Context: an optimization exercise on an open-source flow, tuned for small area and a short achievable clock period. The choices shown serve that exercise and are no tape-out recipe.
No functional check of the RTL was part of this run.
No activity file was given, so power comes from the tool's default toggle rates.

==> flow/flow/run.sh <==
#!/bin/bash
set -euo pipefail
bash standard.sh "BUFFER_PORTS_ARGS=-buffer_cell sky130_fd_sc_hd__buf_2" \
  "CTS_ARGS=-sink_clustering_enable -repair_clock_nets -dont_use_dummy_load -buf_list {sky130_fd_sc_hd__clkbuf_2 sky130_fd_sc_hd__clkbuf_4 sky130_fd_sc_hd__clkbuf_8}" \
  finish > standard_flow.log 2>&1
==> flow/standard.sh <==
#!/bin/bash
# synth_recipe.tcl (not shown) runs the flow's synth.tcl, then flattens the netlist and writes it again
# the make line also repeats each setting of config.mk as NAME=value (left out here)
make -C /OpenROAD-flow-scripts/flow DESIGN_CONFIG=/design/flow/config.mk WORK_HOME=/design/flow/orfs CLKGATE_MAP_FILE= SYNTH_SCRIPT=/design/flow/synth_recipe.tcl "${@:-finish}"
==> flow/design.v <==
`timescale 1ns / 1ps
module smul(input wire [7:0] a, input wire [7:0] b, output wire [7:0] y);
  wire pp1 = a[0] & b[0];
  wire pp2 = a[0] & b[1];
  wire pp3 = a[0] & b[2];
  wire pp4 = a[0] & b[3];
  wire pp5 = a[0] & b[4];
  wire pp6 = a[0] & b[5];
  wire pp7 = a[0] & b[6];
  wire pp8 = a[0] & b[7];
  wire pp9 = a[1] & b[0];
  wire pp10 = a[1] & b[1];
  wire pp11 = a[1] & b[2];
  wire pp12 = a[1] & b[3];
  wire pp13 = a[1] & b[4];
  wire pp14 = a[1] & b[5];
  wire pp15 = a[1] & b[6];
  wire pp16 = a[2] & b[0];
  wire pp17 = a[2] & b[1];
  wire pp18 = a[2] & b[2];
  wire pp19 = a[2] & b[3];
  wire pp20 = a[2] & b[4];
  wire pp21 = a[2] & b[5];
  wire pp22 = a[3] & b[0];
  wire pp23 = a[3] & b[1];
  wire pp24 = a[3] & b[2];
  wire pp25 = a[3] & b[3];
  wire pp26 = a[3] & b[4];
  wire pp27 = a[4] & b[0];
  wire pp28 = a[4] & b[1];
  wire pp29 = a[4] & b[2];
  wire pp30 = a[4] & b[3];
  wire pp31 = a[5] & b[0];
  wire pp32 = a[5] & b[1];
  wire pp33 = a[5] & b[2];
  wire pp34 = a[6] & b[0];
  wire pp35 = a[6] & b[1];
  wire pp36 = a[7] & b[0];
  wire h39 = pp3 ^ pp10;
  wire s37 = h39 ^ pp16;
  wire c38 = h39 ? pp16 : pp3;
  wire h42 = pp4 ^ pp11;
  wire s40 = h42 ^ pp17;
  wire c41 = h42 ? pp17 : pp4;
  wire h45 = pp22 ^ c38;
  wire s43 = h45 ^ s40;
  wire c44 = h45 ? s40 : pp22;
  wire h48 = pp5 ^ pp12;
  wire s46 = h48 ^ pp18;
  wire c47 = h48 ? pp18 : pp5;
  wire h51 = pp23 ^ pp27;
  wire s49 = h51 ^ c41;
  wire c50 = h51 ? c41 : pp23;
  wire h54 = s46 ^ c44;
  wire s52 = h54 ^ s49;
  wire c53 = h54 ? s49 : s46;
  wire h57 = pp6 ^ pp13;
  wire s55 = h57 ^ pp19;
  wire c56 = h57 ? pp19 : pp6;
  wire h60 = pp24 ^ pp28;
  wire s58 = h60 ^ pp31;
  wire c59 = h60 ? pp31 : pp24;
  wire h63 = c47 ^ s55;
  wire s61 = h63 ^ s58;
  wire c62 = h63 ? s58 : c47;
  wire h66 = c50 ^ s61;
  wire s64 = h66 ^ c53;
  wire c65 = h66 ? c53 : c50;
  wire h69 = pp7 ^ pp14;
  wire s67 = h69 ^ pp20;
  wire c68 = h69 ? pp20 : pp7;
  wire h72 = pp25 ^ pp29;
  wire s70 = h72 ^ pp32;
  wire c71 = h72 ? pp32 : pp25;
  wire h75 = pp34 ^ c56;
  wire s73 = h75 ^ c59;
  wire c74 = h75 ? c59 : pp34;
  wire h78 = s67 ^ s70;
  wire s76 = h78 ^ c62;
  wire c77 = h78 ? c62 : s67;
  wire h81 = s73 ^ s76;
  wire s79 = h81 ^ c65;
  wire c80 = h81 ? c65 : s73;
  wire x82 = pp8 ^ pp15;
  wire x83 = pp21 ^ pp26;
  wire x84 = pp30 ^ pp33;
  wire x85 = pp35 ^ pp36;
  wire x86 = x82 ^ x83;
  wire x87 = x84 ^ x85;
  wire x88 = c68 ^ c71;
  wire x89 = x86 ^ x87;
  wire x90 = x88 ^ x89;
  wire x91 = c74 ^ x90;
  wire x92 = x91 ^ c77;
  wire x93 = x92 ^ c80;
  wire [7:0] rx = {x93, s79, s64, s52, s43, s37, pp2, pp1};
  wire [7:0] ry = {1'b0, 1'b0, 1'b0, 1'b0, 1'b0, 1'b0, pp9, 1'b0};
  assign y = rx + ry;
endmodule
module vdot_tree(input wire [63:0] a, input wire [63:0] b, output wire [7:0] y);
  wire pp1 = a[0] & b[0];
  wire pp2 = a[0] & b[1];
  wire pp3 = a[0] & b[2];
  wire pp4 = a[0] & b[3];
  wire pp5 = a[0] & b[4];
  wire pp6 = a[0] & b[5];
  wire pp7 = a[0] & b[6];
  wire pp8 = a[0] & b[7];
  wire pp9 = a[1] & b[0];
  wire pp10 = a[1] & b[1];
  wire pp11 = a[1] & b[2];
  wire pp12 = a[1] & b[3];
  wire pp13 = a[1] & b[4];
  wire pp14 = a[1] & b[5];
  wire pp15 = a[1] & b[6];
  wire pp16 = a[2] & b[0];
  wire pp17 = a[2] & b[1];
  wire pp18 = a[2] & b[2];
  wire pp19 = a[2] & b[3];
  wire pp20 = a[2] & b[4];
  wire pp21 = a[2] & b[5];
  wire pp22 = a[3] & b[0];
  wire pp23 = a[3] & b[1];
  wire pp24 = a[3] & b[2];
  wire pp25 = a[3] & b[3];
  wire pp26 = a[3] & b[4];
  wire pp27 = a[4] & b[0];
  wire pp28 = a[4] & b[1];
  wire pp29 = a[4] & b[2];
  wire pp30 = a[4] & b[3];
  wire pp31 = a[5] & b[0];
  wire pp32 = a[5] & b[1];
  wire pp33 = a[5] & b[2];
  wire pp34 = a[6] & b[0];
  wire pp35 = a[6] & b[1];
  wire pp36 = a[7] & b[0];
  wire pp37 = a[8] & b[8];
  wire pp38 = a[8] & b[9];
  wire pp39 = a[8] & b[10];
  wire pp40 = a[8] & b[11];
  wire pp41 = a[8] & b[12];
  wire pp42 = a[8] & b[13];
  wire pp43 = a[8] & b[14];
  wire pp44 = a[8] & b[15];
  wire pp45 = a[9] & b[8];
  wire pp46 = a[9] & b[9];
  wire pp47 = a[9] & b[10];
  wire pp48 = a[9] & b[11];
  wire pp49 = a[9] & b[12];
  wire pp50 = a[9] & b[13];
  wire pp51 = a[9] & b[14];
  wire pp52 = a[10] & b[8];
  wire pp53 = a[10] & b[9];
  wire pp54 = a[10] & b[10];
  wire pp55 = a[10] & b[11];
  wire pp56 = a[10] & b[12];
  wire pp57 = a[10] & b[13];
  wire pp58 = a[11] & b[8];
  wire pp59 = a[11] & b[9];
  wire pp60 = a[11] & b[10];
  wire pp61 = a[11] & b[11];
  wire pp62 = a[11] & b[12];
  wire pp63 = a[12] & b[8];
  wire pp64 = a[12] & b[9];
  wire pp65 = a[12] & b[10];
  wire pp66 = a[12] & b[11];
  wire pp67 = a[13] & b[8];
  wire pp68 = a[13] & b[9];
  wire pp69 = a[13] & b[10];
  wire pp70 = a[14] & b[8];
  wire pp71 = a[14] & b[9];
  wire pp72 = a[15] & b[8];
  wire pp73 = a[16] & b[16];
  wire pp74 = a[16] & b[17];
  wire pp75 = a[16] & b[18];
  wire pp76 = a[16] & b[19];
  wire pp77 = a[16] & b[20];
  wire pp78 = a[16] & b[21];
  wire pp79 = a[16] & b[22];
  wire pp80 = a[16] & b[23];
  wire pp81 = a[17] & b[16];
  wire pp82 = a[17] & b[17];
  wire pp83 = a[17] & b[18];
  wire pp84 = a[17] & b[19];
  wire pp85 = a[17] & b[20];
  wire pp86 = a[17] & b[21];
  wire pp87 = a[17] & b[22];
  wire pp88 = a[18] & b[16];
  wire pp89 = a[18] & b[17];
  wire pp90 = a[18] & b[18];
  wire pp91 = a[18] & b[19];
  wire pp92 = a[18] & b[20];
  wire pp93 = a[18] & b[21];
  wire pp94 = a[19] & b[16];
  wire pp95 = a[19] & b[17];
  wire pp96 = a[19] & b[18];
  wire pp97 = a[19] & b[19];
  wire pp98 = a[19] & b[20];
  wire pp99 = a[20] & b[16];
  wire pp100 = a[20] & b[17];
  wire pp101 = a[20] & b[18];
  wire pp102 = a[20] & b[19];
  wire pp103 = a[21] & b[16];
  wire pp104 = a[21] & b[17];
  wire pp105 = a[21] & b[18];
  wire pp106 = a[22] & b[16];
  wire pp107 = a[22] & b[17];
  wire pp108 = a[23] & b[16];
  wire pp109 = a[24] & b[24];
  wire pp110 = a[24] & b[25];
  wire pp111 = a[24] & b[26];
  wire pp112 = a[24] & b[27];
  wire pp113 = a[24] & b[28];
  wire pp114 = a[24] & b[29];
  wire pp115 = a[24] & b[30];
  wire pp116 = a[24] & b[31];
  wire pp117 = a[25] & b[24];
  wire pp118 = a[25] & b[25];
  wire pp119 = a[25] & b[26];
  wire pp120 = a[25] & b[27];
  wire pp121 = a[25] & b[28];
  wire pp122 = a[25] & b[29];
  wire pp123 = a[25] & b[30];
  wire pp124 = a[26] & b[24];
  wire pp125 = a[26] & b[25];
  wire pp126 = a[26] & b[26];
  wire pp127 = a[26] & b[27];
  wire pp128 = a[26] & b[28];
  wire pp129 = a[26] & b[29];
  wire pp130 = a[27] & b[24];
  wire pp131 = a[27] & b[25];
  wire pp132 = a[27] & b[26];
  wire pp133 = a[27] & b[27];
  wire pp134 = a[27] & b[28];
  wire pp135 = a[28] & b[24];
  wire pp136 = a[28] & b[25];
  wire pp137 = a[28] & b[26];
  wire pp138 = a[28] & b[27];
  wire pp139 = a[29] & b[24];
  wire pp140 = a[29] & b[25];
  wire pp141 = a[29] & b[26];
  wire pp142 = a[30] & b[24];
  wire pp143 = a[30] & b[25];
  wire pp144 = a[31] & b[24];
  wire pp145 = a[32] & b[32];
  wire pp146 = a[32] & b[33];
  wire pp147 = a[32] & b[34];
  wire pp148 = a[32] & b[35];
  wire pp149 = a[32] & b[36];
  wire pp150 = a[32] & b[37];
  wire pp151 = a[32] & b[38];
  wire pp152 = a[32] & b[39];
  wire pp153 = a[33] & b[32];
  wire pp154 = a[33] & b[33];
  wire pp155 = a[33] & b[34];
  wire pp156 = a[33] & b[35];
  wire pp157 = a[33] & b[36];
  wire pp158 = a[33] & b[37];
  wire pp159 = a[33] & b[38];
  wire pp160 = a[34] & b[32];
  wire pp161 = a[34] & b[33];
  wire pp162 = a[34] & b[34];
  wire pp163 = a[34] & b[35];
  wire pp164 = a[34] & b[36];
  wire pp165 = a[34] & b[37];
  wire pp166 = a[35] & b[32];
  wire pp167 = a[35] & b[33];
  wire pp168 = a[35] & b[34];
  wire pp169 = a[35] & b[35];
  wire pp170 = a[35] & b[36];
  wire pp171 = a[36] & b[32];
  wire pp172 = a[36] & b[33];
  wire pp173 = a[36] & b[34];
  wire pp174 = a[36] & b[35];
  wire pp175 = a[37] & b[32];
  wire pp176 = a[37] & b[33];
  wire pp177 = a[37] & b[34];
  wire pp178 = a[38] & b[32];
  wire pp179 = a[38] & b[33];
  wire pp180 = a[39] & b[32];
  wire pp181 = a[40] & b[40];
  wire pp182 = a[40] & b[41];
  wire pp183 = a[40] & b[42];
  wire pp184 = a[40] & b[43];
  wire pp185 = a[40] & b[44];
  wire pp186 = a[40] & b[45];
  wire pp187 = a[40] & b[46];
  wire pp188 = a[40] & b[47];
  wire pp189 = a[41] & b[40];
  wire pp190 = a[41] & b[41];
  wire pp191 = a[41] & b[42];
  wire pp192 = a[41] & b[43];
  wire pp193 = a[41] & b[44];
  wire pp194 = a[41] & b[45];
  wire pp195 = a[41] & b[46];
  wire pp196 = a[42] & b[40];
  wire pp197 = a[42] & b[41];
  wire pp198 = a[42] & b[42];
  wire pp199 = a[42] & b[43];
  wire pp200 = a[42] & b[44];
  wire pp201 = a[42] & b[45];
  wire pp202 = a[43] & b[40];
  wire pp203 = a[43] & b[41];
  wire pp204 = a[43] & b[42];
  wire pp205 = a[43] & b[43];
  wire pp206 = a[43] & b[44];
  wire pp207 = a[44] & b[40];
  wire pp208 = a[44] & b[41];
  wire pp209 = a[44] & b[42];
  wire pp210 = a[44] & b[43];
  wire pp211 = a[45] & b[40];
  wire pp212 = a[45] & b[41];
  wire pp213 = a[45] & b[42];
  wire pp214 = a[46] & b[40];
  wire pp215 = a[46] & b[41];
  wire pp216 = a[47] & b[40];
  wire pp217 = a[48] & b[48];
  wire pp218 = a[48] & b[49];
  wire pp219 = a[48] & b[50];
  wire pp220 = a[48] & b[51];
  wire pp221 = a[48] & b[52];
  wire pp222 = a[48] & b[53];
  wire pp223 = a[48] & b[54];
  wire pp224 = a[48] & b[55];
  wire pp225 = a[49] & b[48];
  wire pp226 = a[49] & b[49];
  wire pp227 = a[49] & b[50];
  wire pp228 = a[49] & b[51];
  wire pp229 = a[49] & b[52];
  wire pp230 = a[49] & b[53];
  wire pp231 = a[49] & b[54];
  wire pp232 = a[50] & b[48];
  wire pp233 = a[50] & b[49];
  wire pp234 = a[50] & b[50];
  wire pp235 = a[50] & b[51];
  wire pp236 = a[50] & b[52];
  wire pp237 = a[50] & b[53];
  wire pp238 = a[51] & b[48];
  wire pp239 = a[51] & b[49];
  wire pp240 = a[51] & b[50];
  wire pp241 = a[51] & b[51];
  wire pp242 = a[51] & b[52];
  wire pp243 = a[52] & b[48];
  wire pp244 = a[52] & b[49];
  wire pp245 = a[52] & b[50];
  wire pp246 = a[52] & b[51];
  wire pp247 = a[53] & b[48];
  wire pp248 = a[53] & b[49];
  wire pp249 = a[53] & b[50];
  wire pp250 = a[54] & b[48];
  wire pp251 = a[54] & b[49];
  wire pp252 = a[55] & b[48];
  wire pp253 = a[56] & b[56];
  wire pp254 = a[56] & b[57];
  wire pp255 = a[56] & b[58];
  wire pp256 = a[56] & b[59];
  wire pp257 = a[56] & b[60];
  wire pp258 = a[56] & b[61];
  wire pp259 = a[56] & b[62];
  wire pp260 = a[56] & b[63];
  wire pp261 = a[57] & b[56];
  wire pp262 = a[57] & b[57];
  wire pp263 = a[57] & b[58];
  wire pp264 = a[57] & b[59];
  wire pp265 = a[57] & b[60];
  wire pp266 = a[57] & b[61];
  wire pp267 = a[57] & b[62];
  wire pp268 = a[58] & b[56];
  wire pp269 = a[58] & b[57];
  wire pp270 = a[58] & b[58];
  wire pp271 = a[58] & b[59];
  wire pp272 = a[58] & b[60];
  wire pp273 = a[58] & b[61];
  wire pp274 = a[59] & b[56];
  wire pp275 = a[59] & b[57];
  wire pp276 = a[59] & b[58];
  wire pp277 = a[59] & b[59];
  wire pp278 = a[59] & b[60];
  wire pp279 = a[60] & b[56];
  wire pp280 = a[60] & b[57];
  wire pp281 = a[60] & b[58];
  wire pp282 = a[60] & b[59];
  wire pp283 = a[61] & b[56];
  wire pp284 = a[61] & b[57];
  wire pp285 = a[61] & b[58];
  wire pp286 = a[62] & b[56];
  wire pp287 = a[62] & b[57];
  wire pp288 = a[63] & b[56];
  wire s289 = pp1 ^ pp37 ^ pp73;
  wire c290 = (pp1 & pp37) | (pp1 & pp73) | (pp37 & pp73);
  wire s291 = pp109 ^ pp145 ^ pp181;
  wire c292 = (pp109 & pp145) | (pp109 & pp181) | (pp145 & pp181);
  wire s293 = pp217 ^ pp253 ^ s289;
  wire c294 = (pp217 & pp253) | (pp217 & s289) | (pp253 & s289);
  wire s295 = pp2 ^ pp9 ^ pp38;
  wire c296 = (pp2 & pp9) | (pp2 & pp38) | (pp9 & pp38);
  wire s297 = pp45 ^ pp74 ^ pp81;
  wire c298 = (pp45 & pp74) | (pp45 & pp81) | (pp74 & pp81);
  wire s299 = pp110 ^ pp117 ^ pp146;
  wire c300 = (pp110 & pp117) | (pp110 & pp146) | (pp117 & pp146);
  wire s301 = pp153 ^ pp182 ^ pp189;
  wire c302 = (pp153 & pp182) | (pp153 & pp189) | (pp182 & pp189);
  wire s303 = pp218 ^ pp225 ^ pp254;
  wire c304 = (pp218 & pp225) | (pp218 & pp254) | (pp225 & pp254);
  wire s305 = pp261 ^ c290 ^ c292;
  wire c306 = (pp261 & c290) | (pp261 & c292) | (c290 & c292);
  wire s307 = s295 ^ s297 ^ s299;
  wire c308 = (s295 & s297) | (s295 & s299) | (s297 & s299);
  wire h311 = s301 ^ s303;
  wire s309 = h311 ^ c294;
  wire c310 = h311 ? c294 : s301;
  wire h314 = s305 ^ s307;
  wire s312 = h314 ^ s309;
  wire c313 = h314 ? s309 : s305;
  wire s315 = pp3 ^ pp10 ^ pp16;
  wire c316 = (pp3 & pp10) | (pp3 & pp16) | (pp10 & pp16);
  wire s317 = pp39 ^ pp46 ^ pp52;
  wire c318 = (pp39 & pp46) | (pp39 & pp52) | (pp46 & pp52);
  wire s319 = pp75 ^ pp82 ^ pp88;
  wire c320 = (pp75 & pp82) | (pp75 & pp88) | (pp82 & pp88);
  wire s321 = pp111 ^ pp118 ^ pp124;
  wire c322 = (pp111 & pp118) | (pp111 & pp124) | (pp118 & pp124);
  wire s323 = pp147 ^ pp154 ^ pp160;
  wire c324 = (pp147 & pp154) | (pp147 & pp160) | (pp154 & pp160);
  wire s325 = pp183 ^ pp190 ^ pp196;
  wire c326 = (pp183 & pp190) | (pp183 & pp196) | (pp190 & pp196);
  wire s327 = pp219 ^ pp226 ^ pp232;
  wire c328 = (pp219 & pp226) | (pp219 & pp232) | (pp226 & pp232);
  wire s329 = pp255 ^ pp262 ^ pp268;
  wire c330 = (pp255 & pp262) | (pp255 & pp268) | (pp262 & pp268);
  wire s331 = c296 ^ c298 ^ c300;
  wire c332 = (c296 & c298) | (c296 & c300) | (c298 & c300);
  wire s333 = c302 ^ c304 ^ s315;
  wire c334 = (c302 & c304) | (c302 & s315) | (c304 & s315);
  wire s335 = s317 ^ s319 ^ s321;
  wire c336 = (s317 & s319) | (s317 & s321) | (s319 & s321);
  wire s337 = s323 ^ s325 ^ s327;
  wire c338 = (s323 & s325) | (s323 & s327) | (s325 & s327);
  wire h341 = s329 ^ c306;
  wire s339 = h341 ^ c308;
  wire c340 = h341 ? c308 : s329;
  wire h344 = s331 ^ s333;
  wire s342 = h344 ^ s335;
  wire c343 = h344 ? s335 : s331;
  wire h347 = s337 ^ c310;
  wire s345 = h347 ^ s339;
  wire c346 = h347 ? s339 : s337;
  wire h350 = s342 ^ c313;
  wire s348 = h350 ^ s345;
  wire c349 = h350 ? s345 : s342;
  wire s351 = pp4 ^ pp11 ^ pp17;
  wire c352 = (pp4 & pp11) | (pp4 & pp17) | (pp11 & pp17);
  wire s353 = pp22 ^ pp40 ^ pp47;
  wire c354 = (pp22 & pp40) | (pp22 & pp47) | (pp40 & pp47);
  wire s355 = pp53 ^ pp58 ^ pp76;
  wire c356 = (pp53 & pp58) | (pp53 & pp76) | (pp58 & pp76);
  wire s357 = pp83 ^ pp89 ^ pp94;
  wire c358 = (pp83 & pp89) | (pp83 & pp94) | (pp89 & pp94);
  wire s359 = pp112 ^ pp119 ^ pp125;
  wire c360 = (pp112 & pp119) | (pp112 & pp125) | (pp119 & pp125);
  wire s361 = pp130 ^ pp148 ^ pp155;
  wire c362 = (pp130 & pp148) | (pp130 & pp155) | (pp148 & pp155);
  wire s363 = pp161 ^ pp166 ^ pp184;
  wire c364 = (pp161 & pp166) | (pp161 & pp184) | (pp166 & pp184);
  wire s365 = pp191 ^ pp197 ^ pp202;
  wire c366 = (pp191 & pp197) | (pp191 & pp202) | (pp197 & pp202);
  wire s367 = pp220 ^ pp227 ^ pp233;
  wire c368 = (pp220 & pp227) | (pp220 & pp233) | (pp227 & pp233);
  wire s369 = pp238 ^ pp256 ^ pp263;
  wire c370 = (pp238 & pp256) | (pp238 & pp263) | (pp256 & pp263);
  wire s371 = pp269 ^ pp274 ^ c316;
  wire c372 = (pp269 & pp274) | (pp269 & c316) | (pp274 & c316);
  wire s373 = c318 ^ c320 ^ c322;
  wire c374 = (c318 & c320) | (c318 & c322) | (c320 & c322);
  wire s375 = c324 ^ c326 ^ c328;
  wire c376 = (c324 & c326) | (c324 & c328) | (c326 & c328);
  wire s377 = c330 ^ s351 ^ s353;
  wire c378 = (c330 & s351) | (c330 & s353) | (s351 & s353);
  wire s379 = s355 ^ s357 ^ s359;
  wire c380 = (s355 & s357) | (s355 & s359) | (s357 & s359);
  wire s381 = s361 ^ s363 ^ s365;
  wire c382 = (s361 & s363) | (s361 & s365) | (s363 & s365);
  wire s383 = s367 ^ s369 ^ c332;
  wire c384 = (s367 & s369) | (s367 & c332) | (s369 & c332);
  wire h387 = c334 ^ c336;
  wire s385 = h387 ^ c338;
  wire c386 = h387 ? c338 : c334;
  wire h390 = s371 ^ s373;
  wire s388 = h390 ^ s375;
  wire c389 = h390 ? s375 : s371;
  wire h393 = s377 ^ s379;
  wire s391 = h393 ^ s381;
  wire c392 = h393 ? s381 : s377;
  wire h396 = c340 ^ s383;
  wire s394 = h396 ^ c343;
  wire c395 = h396 ? c343 : c340;
  wire h399 = s385 ^ s388;
  wire s397 = h399 ^ s391;
  wire c398 = h399 ? s391 : s385;
  wire h402 = c346 ^ s394;
  wire s400 = h402 ^ s397;
  wire c401 = h402 ? s397 : c346;
  wire s403 = pp5 ^ pp12 ^ pp18;
  wire c404 = (pp5 & pp12) | (pp5 & pp18) | (pp12 & pp18);
  wire s405 = pp23 ^ pp27 ^ pp41;
  wire c406 = (pp23 & pp27) | (pp23 & pp41) | (pp27 & pp41);
  wire s407 = pp48 ^ pp54 ^ pp59;
  wire c408 = (pp48 & pp54) | (pp48 & pp59) | (pp54 & pp59);
  wire s409 = pp63 ^ pp77 ^ pp84;
  wire c410 = (pp63 & pp77) | (pp63 & pp84) | (pp77 & pp84);
  wire s411 = pp90 ^ pp95 ^ pp99;
  wire c412 = (pp90 & pp95) | (pp90 & pp99) | (pp95 & pp99);
  wire s413 = pp113 ^ pp120 ^ pp126;
  wire c414 = (pp113 & pp120) | (pp113 & pp126) | (pp120 & pp126);
  wire s415 = pp131 ^ pp135 ^ pp149;
  wire c416 = (pp131 & pp135) | (pp131 & pp149) | (pp135 & pp149);
  wire s417 = pp156 ^ pp162 ^ pp167;
  wire c418 = (pp156 & pp162) | (pp156 & pp167) | (pp162 & pp167);
  wire s419 = pp171 ^ pp185 ^ pp192;
  wire c420 = (pp171 & pp185) | (pp171 & pp192) | (pp185 & pp192);
  wire s421 = pp198 ^ pp203 ^ pp207;
  wire c422 = (pp198 & pp203) | (pp198 & pp207) | (pp203 & pp207);
  wire s423 = pp221 ^ pp228 ^ pp234;
  wire c424 = (pp221 & pp228) | (pp221 & pp234) | (pp228 & pp234);
  wire s425 = pp239 ^ pp243 ^ pp257;
  wire c426 = (pp239 & pp243) | (pp239 & pp257) | (pp243 & pp257);
  wire s427 = pp264 ^ pp270 ^ pp275;
  wire c428 = (pp264 & pp270) | (pp264 & pp275) | (pp270 & pp275);
  wire s429 = pp279 ^ c352 ^ c354;
  wire c430 = (pp279 & c352) | (pp279 & c354) | (c352 & c354);
  wire s431 = c356 ^ c358 ^ c360;
  wire c432 = (c356 & c358) | (c356 & c360) | (c358 & c360);
  wire s433 = c362 ^ c364 ^ c366;
  wire c434 = (c362 & c364) | (c362 & c366) | (c364 & c366);
  wire s435 = c368 ^ c370 ^ s403;
  wire c436 = (c368 & c370) | (c368 & s403) | (c370 & s403);
  wire s437 = s405 ^ s407 ^ s409;
  wire c438 = (s405 & s407) | (s405 & s409) | (s407 & s409);
  wire s439 = s411 ^ s413 ^ s415;
  wire c440 = (s411 & s413) | (s411 & s415) | (s413 & s415);
  wire s441 = s417 ^ s419 ^ s421;
  wire c442 = (s417 & s419) | (s417 & s421) | (s419 & s421);
  wire s443 = s423 ^ s425 ^ s427;
  wire c444 = (s423 & s425) | (s423 & s427) | (s425 & s427);
  wire s445 = c372 ^ c374 ^ c376;
  wire c446 = (c372 & c374) | (c372 & c376) | (c374 & c376);
  wire h449 = c378 ^ c380;
  wire s447 = h449 ^ c382;
  wire c448 = h449 ? c382 : c378;
  wire h452 = s429 ^ s431;
  wire s450 = h452 ^ s433;
  wire c451 = h452 ? s433 : s429;
  wire h455 = s435 ^ s437;
  wire s453 = h455 ^ s439;
  wire c454 = h455 ? s439 : s435;
  wire h458 = s441 ^ s443;
  wire s456 = h458 ^ c384;
  wire c457 = h458 ? c384 : s441;
  wire h461 = c386 ^ c389;
  wire s459 = h461 ^ s445;
  wire c460 = h461 ? s445 : c386;
  wire h464 = c392 ^ s447;
  wire s462 = h464 ^ s450;
  wire c463 = h464 ? s450 : c392;
  wire h467 = s453 ^ s456;
  wire s465 = h467 ^ c395;
  wire c466 = h467 ? c395 : s453;
  wire h470 = s459 ^ c398;
  wire s468 = h470 ^ s462;
  wire c469 = h470 ? s462 : s459;
  wire h473 = s465 ^ s468;
  wire s471 = h473 ^ c401;
  wire c472 = h473 ? c401 : s465;
  wire s474 = pp6 ^ pp13 ^ pp19;
  wire c475 = (pp6 & pp13) | (pp6 & pp19) | (pp13 & pp19);
  wire s476 = pp24 ^ pp28 ^ pp31;
  wire c477 = (pp24 & pp28) | (pp24 & pp31) | (pp28 & pp31);
  wire s478 = pp42 ^ pp49 ^ pp55;
  wire c479 = (pp42 & pp49) | (pp42 & pp55) | (pp49 & pp55);
  wire s480 = pp60 ^ pp64 ^ pp67;
  wire c481 = (pp60 & pp64) | (pp60 & pp67) | (pp64 & pp67);
  wire s482 = pp78 ^ pp85 ^ pp91;
  wire c483 = (pp78 & pp85) | (pp78 & pp91) | (pp85 & pp91);
  wire s484 = pp96 ^ pp100 ^ pp103;
  wire c485 = (pp96 & pp100) | (pp96 & pp103) | (pp100 & pp103);
  wire s486 = pp114 ^ pp121 ^ pp127;
  wire c487 = (pp114 & pp121) | (pp114 & pp127) | (pp121 & pp127);
  wire s488 = pp132 ^ pp136 ^ pp139;
  wire c489 = (pp132 & pp136) | (pp132 & pp139) | (pp136 & pp139);
  wire s490 = pp150 ^ pp157 ^ pp163;
  wire c491 = (pp150 & pp157) | (pp150 & pp163) | (pp157 & pp163);
  wire s492 = pp168 ^ pp172 ^ pp175;
  wire c493 = (pp168 & pp172) | (pp168 & pp175) | (pp172 & pp175);
  wire s494 = pp186 ^ pp193 ^ pp199;
  wire c495 = (pp186 & pp193) | (pp186 & pp199) | (pp193 & pp199);
  wire s496 = pp204 ^ pp208 ^ pp211;
  wire c497 = (pp204 & pp208) | (pp204 & pp211) | (pp208 & pp211);
  wire s498 = pp222 ^ pp229 ^ pp235;
  wire c499 = (pp222 & pp229) | (pp222 & pp235) | (pp229 & pp235);
  wire s500 = pp240 ^ pp244 ^ pp247;
  wire c501 = (pp240 & pp244) | (pp240 & pp247) | (pp244 & pp247);
  wire s502 = pp258 ^ pp265 ^ pp271;
  wire c503 = (pp258 & pp265) | (pp258 & pp271) | (pp265 & pp271);
  wire s504 = pp276 ^ pp280 ^ pp283;
  wire c505 = (pp276 & pp280) | (pp276 & pp283) | (pp280 & pp283);
  wire s506 = c404 ^ c406 ^ c408;
  wire c507 = (c404 & c406) | (c404 & c408) | (c406 & c408);
  wire s508 = c410 ^ c412 ^ c414;
  wire c509 = (c410 & c412) | (c410 & c414) | (c412 & c414);
  wire s510 = c416 ^ c418 ^ c420;
  wire c511 = (c416 & c418) | (c416 & c420) | (c418 & c420);
  wire s512 = c422 ^ c424 ^ c426;
  wire c513 = (c422 & c424) | (c422 & c426) | (c424 & c426);
  wire s514 = c428 ^ s474 ^ s476;
  wire c515 = (c428 & s474) | (c428 & s476) | (s474 & s476);
  wire s516 = s478 ^ s480 ^ s482;
  wire c517 = (s478 & s480) | (s478 & s482) | (s480 & s482);
  wire s518 = s484 ^ s486 ^ s488;
  wire c519 = (s484 & s486) | (s484 & s488) | (s486 & s488);
  wire s520 = s490 ^ s492 ^ s494;
  wire c521 = (s490 & s492) | (s490 & s494) | (s492 & s494);
  wire s522 = s496 ^ s498 ^ s500;
  wire c523 = (s496 & s498) | (s496 & s500) | (s498 & s500);
  wire s524 = s502 ^ s504 ^ c430;
  wire c525 = (s502 & s504) | (s502 & c430) | (s504 & c430);
  wire h528 = c432 ^ c434;
  wire s526 = h528 ^ c436;
  wire c527 = h528 ? c436 : c432;
  wire h531 = c438 ^ c440;
  wire s529 = h531 ^ c442;
  wire c530 = h531 ? c442 : c438;
  wire h534 = c444 ^ s506;
  wire s532 = h534 ^ s508;
  wire c533 = h534 ? s508 : c444;
  wire h537 = s510 ^ s512;
  wire s535 = h537 ^ s514;
  wire c536 = h537 ? s514 : s510;
  wire h540 = s516 ^ s518;
  wire s538 = h540 ^ s520;
  wire c539 = h540 ? s520 : s516;
  wire h543 = s522 ^ c446;
  wire s541 = h543 ^ c448;
  wire c542 = h543 ? c448 : s522;
  wire h546 = c451 ^ s524;
  wire s544 = h546 ^ c454;
  wire c545 = h546 ? c454 : c451;
  wire h549 = s526 ^ s529;
  wire s547 = h549 ^ s532;
  wire c548 = h549 ? s532 : s526;
  wire h552 = s535 ^ s538;
  wire s550 = h552 ^ c457;
  wire c551 = h552 ? c457 : s535;
  wire h555 = c460 ^ c463;
  wire s553 = h555 ^ s541;
  wire c554 = h555 ? s541 : c460;
  wire h558 = s544 ^ s547;
  wire s556 = h558 ^ s550;
  wire c557 = h558 ? s550 : s544;
  wire h561 = c466 ^ s553;
  wire s559 = h561 ^ c469;
  wire c560 = h561 ? c469 : c466;
  wire h564 = s556 ^ s559;
  wire s562 = h564 ^ c472;
  wire c563 = h564 ? c472 : s556;
  wire s565 = pp7 ^ pp14 ^ pp20;
  wire c566 = (pp7 & pp14) | (pp7 & pp20) | (pp14 & pp20);
  wire s567 = pp25 ^ pp29 ^ pp32;
  wire c568 = (pp25 & pp29) | (pp25 & pp32) | (pp29 & pp32);
  wire s569 = pp34 ^ pp43 ^ pp50;
  wire c570 = (pp34 & pp43) | (pp34 & pp50) | (pp43 & pp50);
  wire s571 = pp56 ^ pp61 ^ pp65;
  wire c572 = (pp56 & pp61) | (pp56 & pp65) | (pp61 & pp65);
  wire s573 = pp68 ^ pp70 ^ pp79;
  wire c574 = (pp68 & pp70) | (pp68 & pp79) | (pp70 & pp79);
  wire s575 = pp86 ^ pp92 ^ pp97;
  wire c576 = (pp86 & pp92) | (pp86 & pp97) | (pp92 & pp97);
  wire s577 = pp101 ^ pp104 ^ pp106;
  wire c578 = (pp101 & pp104) | (pp101 & pp106) | (pp104 & pp106);
  wire s579 = pp115 ^ pp122 ^ pp128;
  wire c580 = (pp115 & pp122) | (pp115 & pp128) | (pp122 & pp128);
  wire s581 = pp133 ^ pp137 ^ pp140;
  wire c582 = (pp133 & pp137) | (pp133 & pp140) | (pp137 & pp140);
  wire s583 = pp142 ^ pp151 ^ pp158;
  wire c584 = (pp142 & pp151) | (pp142 & pp158) | (pp151 & pp158);
  wire s585 = pp164 ^ pp169 ^ pp173;
  wire c586 = (pp164 & pp169) | (pp164 & pp173) | (pp169 & pp173);
  wire s587 = pp176 ^ pp178 ^ pp187;
  wire c588 = (pp176 & pp178) | (pp176 & pp187) | (pp178 & pp187);
  wire s589 = pp194 ^ pp200 ^ pp205;
  wire c590 = (pp194 & pp200) | (pp194 & pp205) | (pp200 & pp205);
  wire s591 = pp209 ^ pp212 ^ pp214;
  wire c592 = (pp209 & pp212) | (pp209 & pp214) | (pp212 & pp214);
  wire s593 = pp223 ^ pp230 ^ pp236;
  wire c594 = (pp223 & pp230) | (pp223 & pp236) | (pp230 & pp236);
  wire s595 = pp241 ^ pp245 ^ pp248;
  wire c596 = (pp241 & pp245) | (pp241 & pp248) | (pp245 & pp248);
  wire s597 = pp250 ^ pp259 ^ pp266;
  wire c598 = (pp250 & pp259) | (pp250 & pp266) | (pp259 & pp266);
  wire s599 = pp272 ^ pp277 ^ pp281;
  wire c600 = (pp272 & pp277) | (pp272 & pp281) | (pp277 & pp281);
  wire s601 = pp284 ^ pp286 ^ c475;
  wire c602 = (pp284 & pp286) | (pp284 & c475) | (pp286 & c475);
  wire s603 = c477 ^ c479 ^ c481;
  wire c604 = (c477 & c479) | (c477 & c481) | (c479 & c481);
  wire s605 = c483 ^ c485 ^ c487;
  wire c606 = (c483 & c485) | (c483 & c487) | (c485 & c487);
  wire s607 = c489 ^ c491 ^ c493;
  wire c608 = (c489 & c491) | (c489 & c493) | (c491 & c493);
  wire s609 = c495 ^ c497 ^ c499;
  wire c610 = (c495 & c497) | (c495 & c499) | (c497 & c499);
  wire s611 = c501 ^ c503 ^ c505;
  wire c612 = (c501 & c503) | (c501 & c505) | (c503 & c505);
  wire s613 = s565 ^ s567 ^ s569;
  wire c614 = (s565 & s567) | (s565 & s569) | (s567 & s569);
  wire s615 = s571 ^ s573 ^ s575;
  wire c616 = (s571 & s573) | (s571 & s575) | (s573 & s575);
  wire s617 = s577 ^ s579 ^ s581;
  wire c618 = (s577 & s579) | (s577 & s581) | (s579 & s581);
  wire s619 = s583 ^ s585 ^ s587;
  wire c620 = (s583 & s585) | (s583 & s587) | (s585 & s587);
  wire s621 = s589 ^ s591 ^ s593;
  wire c622 = (s589 & s591) | (s589 & s593) | (s591 & s593);
  wire s623 = s595 ^ s597 ^ s599;
  wire c624 = (s595 & s597) | (s595 & s599) | (s597 & s599);
  wire s625 = c507 ^ c509 ^ c511;
  wire c626 = (c507 & c509) | (c507 & c511) | (c509 & c511);
  wire h629 = c513 ^ c515;
  wire s627 = h629 ^ c517;
  wire c628 = h629 ? c517 : c513;
  wire h632 = c519 ^ c521;
  wire s630 = h632 ^ c523;
  wire c631 = h632 ? c523 : c519;
  wire h635 = s601 ^ s603;
  wire s633 = h635 ^ s605;
  wire c634 = h635 ? s605 : s601;
  wire h638 = s607 ^ s609;
  wire s636 = h638 ^ s611;
  wire c637 = h638 ? s611 : s607;
  wire h641 = s613 ^ s615;
  wire s639 = h641 ^ s617;
  wire c640 = h641 ? s617 : s613;
  wire h644 = s619 ^ s621;
  wire s642 = h644 ^ s623;
  wire c643 = h644 ? s623 : s619;
  wire h647 = c525 ^ c527;
  wire s645 = h647 ^ c530;
  wire c646 = h647 ? c530 : c525;
  wire h650 = c533 ^ s625;
  wire s648 = h650 ^ c536;
  wire c649 = h650 ? c536 : c533;
  wire h653 = c539 ^ s627;
  wire s651 = h653 ^ s630;
  wire c652 = h653 ? s630 : c539;
  wire h656 = s633 ^ s636;
  wire s654 = h656 ^ s639;
  wire c655 = h656 ? s639 : s633;
  wire h659 = s642 ^ c542;
  wire s657 = h659 ^ c545;
  wire c658 = h659 ? c545 : s642;
  wire h662 = c548 ^ s645;
  wire s660 = h662 ^ s648;
  wire c661 = h662 ? s648 : c548;
  wire h665 = s651 ^ s654;
  wire s663 = h665 ^ c551;
  wire c664 = h665 ? c551 : s651;
  wire h668 = c554 ^ s657;
  wire s666 = h668 ^ s660;
  wire c667 = h668 ? s660 : c554;
  wire h671 = c557 ^ s663;
  wire s669 = h671 ^ c560;
  wire c670 = h671 ? c560 : c557;
  wire h674 = s666 ^ s669;
  wire s672 = h674 ^ c563;
  wire c673 = h674 ? c563 : s666;
  wire x675 = pp8 ^ pp15;
  wire x676 = pp21 ^ pp26;
  wire x677 = pp30 ^ pp33;
  wire x678 = pp35 ^ pp36;
  wire x679 = pp44 ^ pp51;
  wire x680 = pp57 ^ pp62;
  wire x681 = pp66 ^ pp69;
  wire x682 = pp71 ^ pp72;
  wire x683 = pp80 ^ pp87;
  wire x684 = pp93 ^ pp98;
  wire x685 = pp102 ^ pp105;
  wire x686 = pp107 ^ pp108;
  wire x687 = pp116 ^ pp123;
  wire x688 = pp129 ^ pp134;
  wire x689 = pp138 ^ pp141;
  wire x690 = pp143 ^ pp144;
  wire x691 = pp152 ^ pp159;
  wire x692 = pp165 ^ pp170;
  wire x693 = pp174 ^ pp177;
  wire x694 = pp179 ^ pp180;
  wire x695 = pp188 ^ pp195;
  wire x696 = pp201 ^ pp206;
  wire x697 = pp210 ^ pp213;
  wire x698 = pp215 ^ pp216;
  wire x699 = pp224 ^ pp231;
  wire x700 = pp237 ^ pp242;
  wire x701 = pp246 ^ pp249;
  wire x702 = pp251 ^ pp252;
  wire x703 = pp260 ^ pp267;
  wire x704 = pp273 ^ pp278;
  wire x705 = pp282 ^ pp285;
  wire x706 = pp287 ^ pp288;
  wire x707 = x675 ^ x676;
  wire x708 = x677 ^ x678;
  wire x709 = x679 ^ x680;
  wire x710 = x681 ^ x682;
  wire x711 = x683 ^ x684;
  wire x712 = x685 ^ x686;
  wire x713 = x687 ^ x688;
  wire x714 = x689 ^ x690;
  wire x715 = x691 ^ x692;
  wire x716 = x693 ^ x694;
  wire x717 = x695 ^ x696;
  wire x718 = x697 ^ x698;
  wire x719 = x699 ^ x700;
  wire x720 = x701 ^ x702;
  wire x721 = x703 ^ x704;
  wire x722 = x705 ^ x706;
  wire x723 = c566 ^ c568;
  wire x724 = c570 ^ c572;
  wire x725 = c574 ^ c576;
  wire x726 = c578 ^ c580;
  wire x727 = c582 ^ c584;
  wire x728 = c586 ^ c588;
  wire x729 = c590 ^ c592;
  wire x730 = c594 ^ c596;
  wire x731 = c598 ^ c600;
  wire x732 = x707 ^ x708;
  wire x733 = x709 ^ x710;
  wire x734 = x711 ^ x712;
  wire x735 = x713 ^ x714;
  wire x736 = x715 ^ x716;
  wire x737 = x717 ^ x718;
  wire x738 = x719 ^ x720;
  wire x739 = x721 ^ x722;
  wire x740 = x723 ^ x724;
  wire x741 = x725 ^ x726;
  wire x742 = x727 ^ x728;
  wire x743 = x729 ^ x730;
  wire x744 = x731 ^ x732;
  wire x745 = x733 ^ x734;
  wire x746 = x735 ^ x736;
  wire x747 = x737 ^ x738;
  wire x748 = x739 ^ c602;
  wire x749 = c604 ^ c606;
  wire x750 = c608 ^ c610;
  wire x751 = c612 ^ c614;
  wire x752 = c616 ^ c618;
  wire x753 = c620 ^ c622;
  wire x754 = c624 ^ x740;
  wire x755 = x741 ^ x742;
  wire x756 = x743 ^ x744;
  wire x757 = x745 ^ x746;
  wire x758 = x747 ^ x748;
  wire x759 = x749 ^ x750;
  wire x760 = x751 ^ x752;
  wire x761 = x753 ^ x754;
  wire x762 = x755 ^ x756;
  wire x763 = x757 ^ c626;
  wire x764 = c628 ^ c631;
  wire x765 = c634 ^ c637;
  wire x766 = x758 ^ x759;
  wire x767 = c640 ^ c643;
  wire x768 = x760 ^ x761;
  wire x769 = x762 ^ x763;
  wire x770 = x764 ^ x765;
  wire x771 = x766 ^ x767;
  wire x772 = x768 ^ c646;
  wire x773 = x769 ^ c649;
  wire x774 = c652 ^ x770;
  wire x775 = c655 ^ x771;
  wire x776 = x772 ^ x773;
  wire x777 = x774 ^ x775;
  wire x778 = c658 ^ x776;
  wire x779 = c661 ^ x777;
  wire x780 = x778 ^ x779;
  wire x781 = c664 ^ c667;
  wire x782 = x780 ^ x781;
  wire x783 = c670 ^ x782;
  wire x784 = x783 ^ c673;
  wire [7:0] rx = {x784, s672, s562, s471, c349, s348, s312, s291};
  wire [7:0] ry = {1'b0, 1'b0, 1'b0, 1'b0, s400, 1'b0, 1'b0, s293};
  assign y = rx + ry;
endmodule
`timescale 1ns / 1ps
module CPU( input clk,
	input rst,
	input wire [31:0] inst,
	input wire [63:0]	main_memory_input_data_path,
	output reg[63:0] main_memory_output_data_path,
	output wire[31:0] pc_inst_addr,
	output wire		Vector_Write_Access,
	output wire		Memory_Write_Access,
	output wire		Load_Vector_Flag,
	output wire 		Load_Word_Flag,
	output wire[11:0]	Main_Memory_Address
	);
	wire [5:0] op  = inst[31:26];
	wire [4:0] rd  = inst[25:21];
	wire [4:0] rs1 = inst[20:16];
	wire [4:0] rs2 = inst[15:11];
	wire [7:0] imm = inst[15:8];
	wire [63:0] mem = main_memory_input_data_path;
	wire op_add  = op == 6'b000000;
	wire op_sub  = op == 6'b000001;
	wire op_mul  = op == 6'b000010;
	wire op_and  = op == 6'b000100;
	wire op_or   = op == 6'b000101;
	wire op_xor  = op == 6'b000110;
	wire op_sll  = op == 6'b001000;
	wire op_srl  = op == 6'b001001;
	wire op_slt  = op == 6'b001010;
	wire op_seq  = op == 6'b001011;
	wire op_addi = op == 6'b001101;
	wire op_andi = op == 6'b001110;
	wire op_xori = op == 6'b001111;
	wire op_slti = op == 6'b101000;
	wire op_vadd = op == 6'b010000;
	wire op_vsub = op == 6'b010001;
	wire op_vdot = op == 6'b010010;
	wire op_lw   = op == 6'b100101;
	wire op_lv   = op == 6'b101101;
	wire op_sw   = op == 6'b100110;
	wire op_sv   = op == 6'b101110;
	wire op_rar  = op == 6'b101111;
	wire op_raw  = op == 6'b101100;
	wire op_beq  = op == 6'b100011;
	wire op_bgt  = op == 6'b011111;
	wire op_jmp  = op == 6'b110000;
	assign Load_Word_Flag      = op_lw | op_rar;
	assign Load_Vector_Flag    = op_lv | op_rar;
	assign Memory_Write_Access = op_sw | op_raw;
	assign Vector_Write_Access = op_sv | op_raw;
	assign Main_Memory_Address = inst[11:0];
	wire imm_sel = op_addi | op_andi | op_xori | op_slti | op_beq | op_bgt;
	wire s_we = op_add | op_sub | op_mul | op_and | op_or | op_xor | op_sll | op_srl |
	            op_slt | op_seq | op_addi | op_andi | op_xori | op_slti | op_lw;
	wire v_we = op_vadd | op_vsub | op_vdot | op_lv;
	reg [7:0]  R [0:30];
	reg [63:0] V [0:2];
	reg [31:0] T;
	reg [31:0] PC;
	assign pc_inst_addr = PC;
	wire [255:0] rf;
	genvar g;
	generate
		for (g = 0; g < 31; g = g + 1) begin : rf_flat
			assign rf[8*g +: 8] = R[g];
		end
	endgenerate
	assign rf[255:248] = 8'd0;
	function [7:0] rdmux(input [255:0] x, input [4:0] s);
		reg [63:0] l1;
		reg [15:0] l2;
		integer q;
		begin
			for (q = 0; q < 8; q = q + 1)
				case (s[1:0])
					2'd0: l1[8*q +: 8] = x[32*q +: 8];
					2'd1: l1[8*q +: 8] = x[32*q + 8 +: 8];
					2'd2: l1[8*q +: 8] = x[32*q + 16 +: 8];
					default: l1[8*q +: 8] = x[32*q + 24 +: 8];
				endcase
			for (q = 0; q < 2; q = q + 1)
				case (s[3:2])
					2'd0: l2[8*q +: 8] = l1[32*q +: 8];
					2'd1: l2[8*q +: 8] = l1[32*q + 8 +: 8];
					2'd2: l2[8*q +: 8] = l1[32*q + 16 +: 8];
					default: l2[8*q +: 8] = l1[32*q + 24 +: 8];
				endcase
			rdmux = s[4] ? l2[15:8] : l2[7:0];
		end
	endfunction
	wire [7:0] A = rdmux(rf, rs1);
	wire [7:0] B = rdmux(rf, rs2);
	wire nva = op_sw | op_raw;
	wire [63:0] VA = (V[0] & {64{rs1 == 5'd0 && !nva}}) |
	                 (V[1] & {64{rs1 == 5'd1 && !nva}}) |
	                 (V[2] & {64{rs1 == 5'd2 && !nva}});
	wire [63:0] VB = (V[0] & {64{rs2 == 5'd0}}) |
	                 (V[1] & {64{rs2 == 5'd1}}) |
	                 (V[2] & {64{rs2 == 5'd2}});
	always @(*) begin
		main_memory_output_data_path = VA;
		main_memory_output_data_path[7:0] = VA[7:0] | (A & {8{op_sw}}) | (PC[7:0] & {8{op_raw}});
		main_memory_output_data_path[31:8] = VA[31:8] | (PC[31:8] & {24{op_raw}});
	end
	wire [7:0] B2 = imm_sel ? imm : B;
	wire do_sub = !(op_add | op_addi);
	wire [7:0] b2x = B2 ^ {8{do_sub}};
	reg [8:0] dc;
	reg [7:0] diff;
	integer d;
	always @(*) begin
		dc[0] = do_sub;
		for (d = 0; d < 8; d = d + 1) begin
			diff[d] = A[d] ^ b2x[d] ^ dc[d];
			dc[d+1] = (A[d] ^ b2x[d]) ? dc[d] : A[d];
		end
	end
	wire lt = !dc[8];                 
	wire eq = (A == B2);
	wire [7:0] prod;
	smul u_mul(.a(A), .b(B), .y(prod));
	wire [7:0] shl = (B[7:3] != 5'd0) ? 8'd0 : (A << B[2:0]);
	wire [7:0] shr = (B[7:3] != 5'd0) ? 8'd0 : (A >> B[2:0]);
	reg [7:0] alu;
	always @(*) begin
		alu = 8'd0;
		if (op_add | op_addi | op_sub) alu = diff;
		if (op_mul)                    alu = prod;
		if (op_and | op_andi)          alu = A & B2;
		if (op_or)                     alu = A | B2;
		if (op_xor | op_xori)          alu = A ^ B2;
		if (op_sll)                    alu = shl;
		if (op_srl)                    alu = shr;
		if (op_slt | op_slti)          alu = {7'd0, lt};
		if (op_seq)                    alu = {7'd0, eq};
	end
	wire [7:0] s_wdata = op_lw ? mem[7:0] : alu;
	reg [63:0] vaddsub;
	wire [7:0] dot;
	vdot_tree u_dot(.a(VA), .b(VB), .y(dot));
	integer k, m;
	reg [8:0] cy;
	reg [7:0] bb;
	always @(*) begin
		for (k = 0; k < 8; k = k + 1) begin
			bb = VB[8*k +: 8] ^ {8{op_vsub}};
			cy[0] = op_vsub;
			for (m = 0; m < 8; m = m + 1) begin
				vaddsub[8*k+m] = VA[8*k+m] ^ bb[m] ^ cy[m];
				cy[m+1] = (VA[8*k+m] ^ bb[m]) ? cy[m] : VA[8*k+m];
			end
		end
	end
	wire [63:0] v_wdata = op_lv ? mem : (op_vdot ? {56'd0, dot} : vaddsub);
	wire taken = (op_beq & !eq) | (op_bgt & !lt & !eq);
	always @(posedge clk) begin
		if (rst) PC <= 32'd0;
		else if (op_jmp) PC <= {6'd0, inst[25:0]};
		else if (taken) PC <= T;
		else PC <= PC + 32'd4;
	end
	always @(posedge clk)
		if (op_rar) T <= mem[31:0];
	integer j;
	always @(posedge clk) begin
		for (j = 0; j < 31; j = j + 1)
			if (s_we && rd == j) R[j] <= s_wdata;
		for (j = 0; j < 3; j = j + 1)
			if (v_we && rd == j) V[j] <= v_wdata;
	end
endmodule
==> flow/config.mk <==
export PLATFORM = sky130hd
export DESIGN_NAME = CPU
export DESIGN_NICKNAME = CPU
export VERILOG_FILES = /design/flow/design.v
export SDC_FILE = /design/flow/constraint.sdc
export NUM_CORES = 4
export LEC_CHECK = 0
export ABC_AREA = 1
export CAP_MARGIN = 20
export CORE_MARGIN = 2
export CORE_UTILIZATION = 40
export SETUP_SLACK_MARGIN = 5
export SLEW_MARGIN = 20
==> flow/constraint.sdc <==
create_clock -name core_clock -period 12.0 [get_ports {clk}]
set_input_delay 2.4000 -clock core_clock [delete_from_list [all_inputs] [get_ports {clk}]]
set_output_delay 2.4000 -clock core_clock [all_outputs]
set_load 0.01 [all_outputs]
==> impl_metrics.yaml <==
die:
  start_util: 0.403
  dieArea_um2: 94800
  ioPinCount: 210
  design.core.area_um2: 91700
  die-height_um: 308
  die_width_um: 308
  rows: 111
route:
  drt-initial-drc-count: 4458
  wl_mm: 148
  wire_per_inst_um: 23.5
  via_count: 35500
  via_per_inst: 5.62
  drc: 0
  drt_pre_antenna_iters: 6
  ant_nets: 0
min_path:
  hp-class: "flip-flop to flip-flop"
logic_synthesis:
  ys_seq_area_frac: 0.401
  synth_common_cells: "nand2_1, inv_1, edfxtp_1"
  synth.area.top_cells: "edfxtp_1, nand2_1, fa_1"
  yosysUniqueCellTypes: 62
  synth_edf_count: 472
  yosysTopAreaCell: "edfxtp_1"
  post-synth-top-count-cell: "nand2_1"
  netlist_area_um2: 36900
  yosysTopAreaCellShare: 0.384
  syn_area_per_cell_um2: 7.83
  synth_flop_cell: "edfxtp_1"
  ys_ff_latch: 504
  synth_cells: 4721
  syn_nets: 4961
  yosysWarnings: 3
  synthArstFlopShare: 0
clocking:
  clk_pin_slew_worst_paths_ns: 0.06
  htreeDepth: 3
  cts_tree: "built"
  root_buffer: "clkbuf_8"
  cts.sinks: 504
  cts_buffers: 91
  clockBufferDepth: 3
  clkLatencyLatePin_ns: 0.76
critical_path:
  cp-end-kind: "flip-flop"
  critPathArrivalTime_ns: 7.96
  cp_common_cell: "nand2_1"
  critPathLaunchType: "input port"
  r2r_slack_ns: 6.79
  crit_type: "input port to flip-flop"
  cp.required_ns: 12.51
  cp_slowest_cell: "fa_1"
  cpPeakStageDelay_ns: 0.53
  cp_max_fo: 10
sta:
  fin_crit_sh: 0.621
  tightest_slew_ns: 1.24
  maxSlewHeadroom: 0.168
  final-setup-viol-count: 0
  slew_violations: 0
  rsz0062_at_grt: "yes"
  whs_ns: 0.462
  skew_ns: 0.120
  tns_ns: 0
  min_period_ns: 7.45
  clock.fmax_mhz: 134
  finalHoldViolations: 0
power:
  pwr-share-clk: 0.321
  combinationalPowerShare: 0.209
  total_power_uw: 4180
  irDropWorstVdd_v: 0.0000840
  switchingPower_uw: 1290
  power_switching_share: 0.309
  seq_power_share: 0.469
  internal_power_uw: 2890
  p_leak_uw: 0.0198
  power_density_nw_per_um2: 94.1
job:
  cap_violations: 0
grt:
  gr-total-overflow: 0
  grt_max_degree: 65
  grt_pass1_vias: 33000
  grt_usage: 0.303
  antenna_found_initial: 8
  grt_pass1_wl_mm: 212
cells_and_area:
  nets: 5369
  regArea_um2: 14800
  drive_above_1_share: 0.182
  nFillCells: 8767
  syn2layout_area_growth_pct: 20.1
  layout.cells.non_filler: 6319
  multi_input_area_um2: 20700
  final_area_um2: 44400
placement:
  io_buffers: 209
  place_area_um2: 39300
  place.gp.congestion: 0.963
  dp.cells: 6000
  hpwlAfterDp_mm: 97.8
outcome:
  status: "no timing/DRC/antenna violations"
[layout by cell type, fill, tap and decap left out, types with 34 or more instances in the layout]
cell type,instances
a21oi_1,111
buf_2,196
buf_4,203
clkbuf_8,91
edfxtp_1,472
fa_1,106
inv_1,506
nand2_1,1579
nand2_2,58
nand3_1,288
nand3_2,34
nand3_4,37
nor2_1,268
o211ai_1,35
o21ai_0,246
o21ai_1,59
xnor2_1,91
xor2_1,207
[power groups by stage]
stage | combinational [uW] | clock, uW | sequential (uW)
after floorplan | 493 | 0 | 2000
after global placement | 730 | 0 | 2000
after detailed placement | 738 | 0 | 2000
after CTS | 805 | 1350 | 1960
after global routing | 942 | 1420 | 1960
final | 875 | 1340 | 1960
[flip-flops by register name (all words and copies together) (netlist names)]
| signal | cells |
|---|---|
| PC | 32 |
| R | 248 |
| T | 32 |
| V | 192 |
[metrics by stage]
step,setup slack [ns],util
final,4.55,0.484
after detailed placement,2.58,0.428
after global placement,2.63,0.428
after floorplan,4.47,-
after global routing,4.32,0.484
after CTS,4.79,0.470
[critical path: cells and delay by family]
family                     cells  cell delay, ns
and+or+nand+nor               18            2.10
adders and majority gates      3            1.43
buffers and inverters          7            0.82
AOI/OAI and AO/OA              4            0.81
xor gates and xnor gates       2            0.39
[layer usage]
metal	GRT usage	wire length (um)	vias to the layer above
met4	0.134	7430	6
li1	-	-	16100
met5	0	41	-
met1	0.406	58300	16900
met2	0.477	66100	2059
met3	0.0561	16700	422
[final cells by class]
type / count / share of cell area
antenna: 6 / 0.000338
clock buffer: 91 / 0.0282
inverter: 559 / 0.0515
multi-input combinational: 3495 / 0.465
sequential: 504 / 0.334
tap: 1186 / 0.0334
timing repair buffer: 466 / 0.0827
timing repair inverter: 12 / 0.00468
[cells by family after synthesis]
kind of cell | Yosys count | synth area share
xor+xnor | 324 | 0.0768
flops | 504 | 0.401
compound gates | 606 | 0.0955
mux | 3 | 0.000813
fa+ha+maj | 143 | 0.0727
buf+inv | 726 | 0.0827
simple gates | 2415 | 0.270
[path summary, 6_finish.rpt]
| path | endpoint | startpoint | cells after the start |
|---|---|---|---|
| worst max-delay path | V[0][7]$_DFFE_PP_ | inst[16] | 34 |
| worst min-delay path | PC[4]$_SDFF_PP0_ | T[4]$_DFFE_PP_ | 2 |
| worst max register to register | V[0][7]$_DFFE_PP_ | V[0][16]$_DFFE_PP_ | 28 |
| worst min register to register | PC[4]$_SDFF_PP0_ | T[4]$_DFFE_PP_ | 2 |
[repair_timing]
item | in CTS | in global routing
gates cloned | 23 | 4
buffers inserted | 137 | 58
pin swaps | 84 | 85
gates resized for setup | 271 | 175
setup endpoints to repair | 368 | 264
hold buffers | 0 | 0

[re-timing with driven ports]
No port has a modelled driver above. Below, the same layout with a new extraction and two added sets of constraints. Step 1 (the two cells are an assumption about what drives the block):
set clk [get_ports {clk}]
set_driving_cell -lib_cell sky130_fd_sc_hd__clkbuf_16 $clk
set_driving_cell -lib_cell sky130_fd_sc_hd__buf_2 [delete_from_list [all_inputs] $clk]
Step 2 also shifts input and output timing later by t, the mid clock arrival at the registers, as if the neighbouring blocks saw the same clock. Slacks: ideal / step 1 / step 2; pairs: ideal / step 1.
t (ns): 0.763
slack for setup (ns): 4.547 / 4.554 / 3.790
hold WS [ns]: 0.462 / 0.462 / 0.462
After both steps this run still meets setup and hold. For this run, drivers alone change the setup slack by +0.007 ns; drivers and shift together by -0.757 ns.
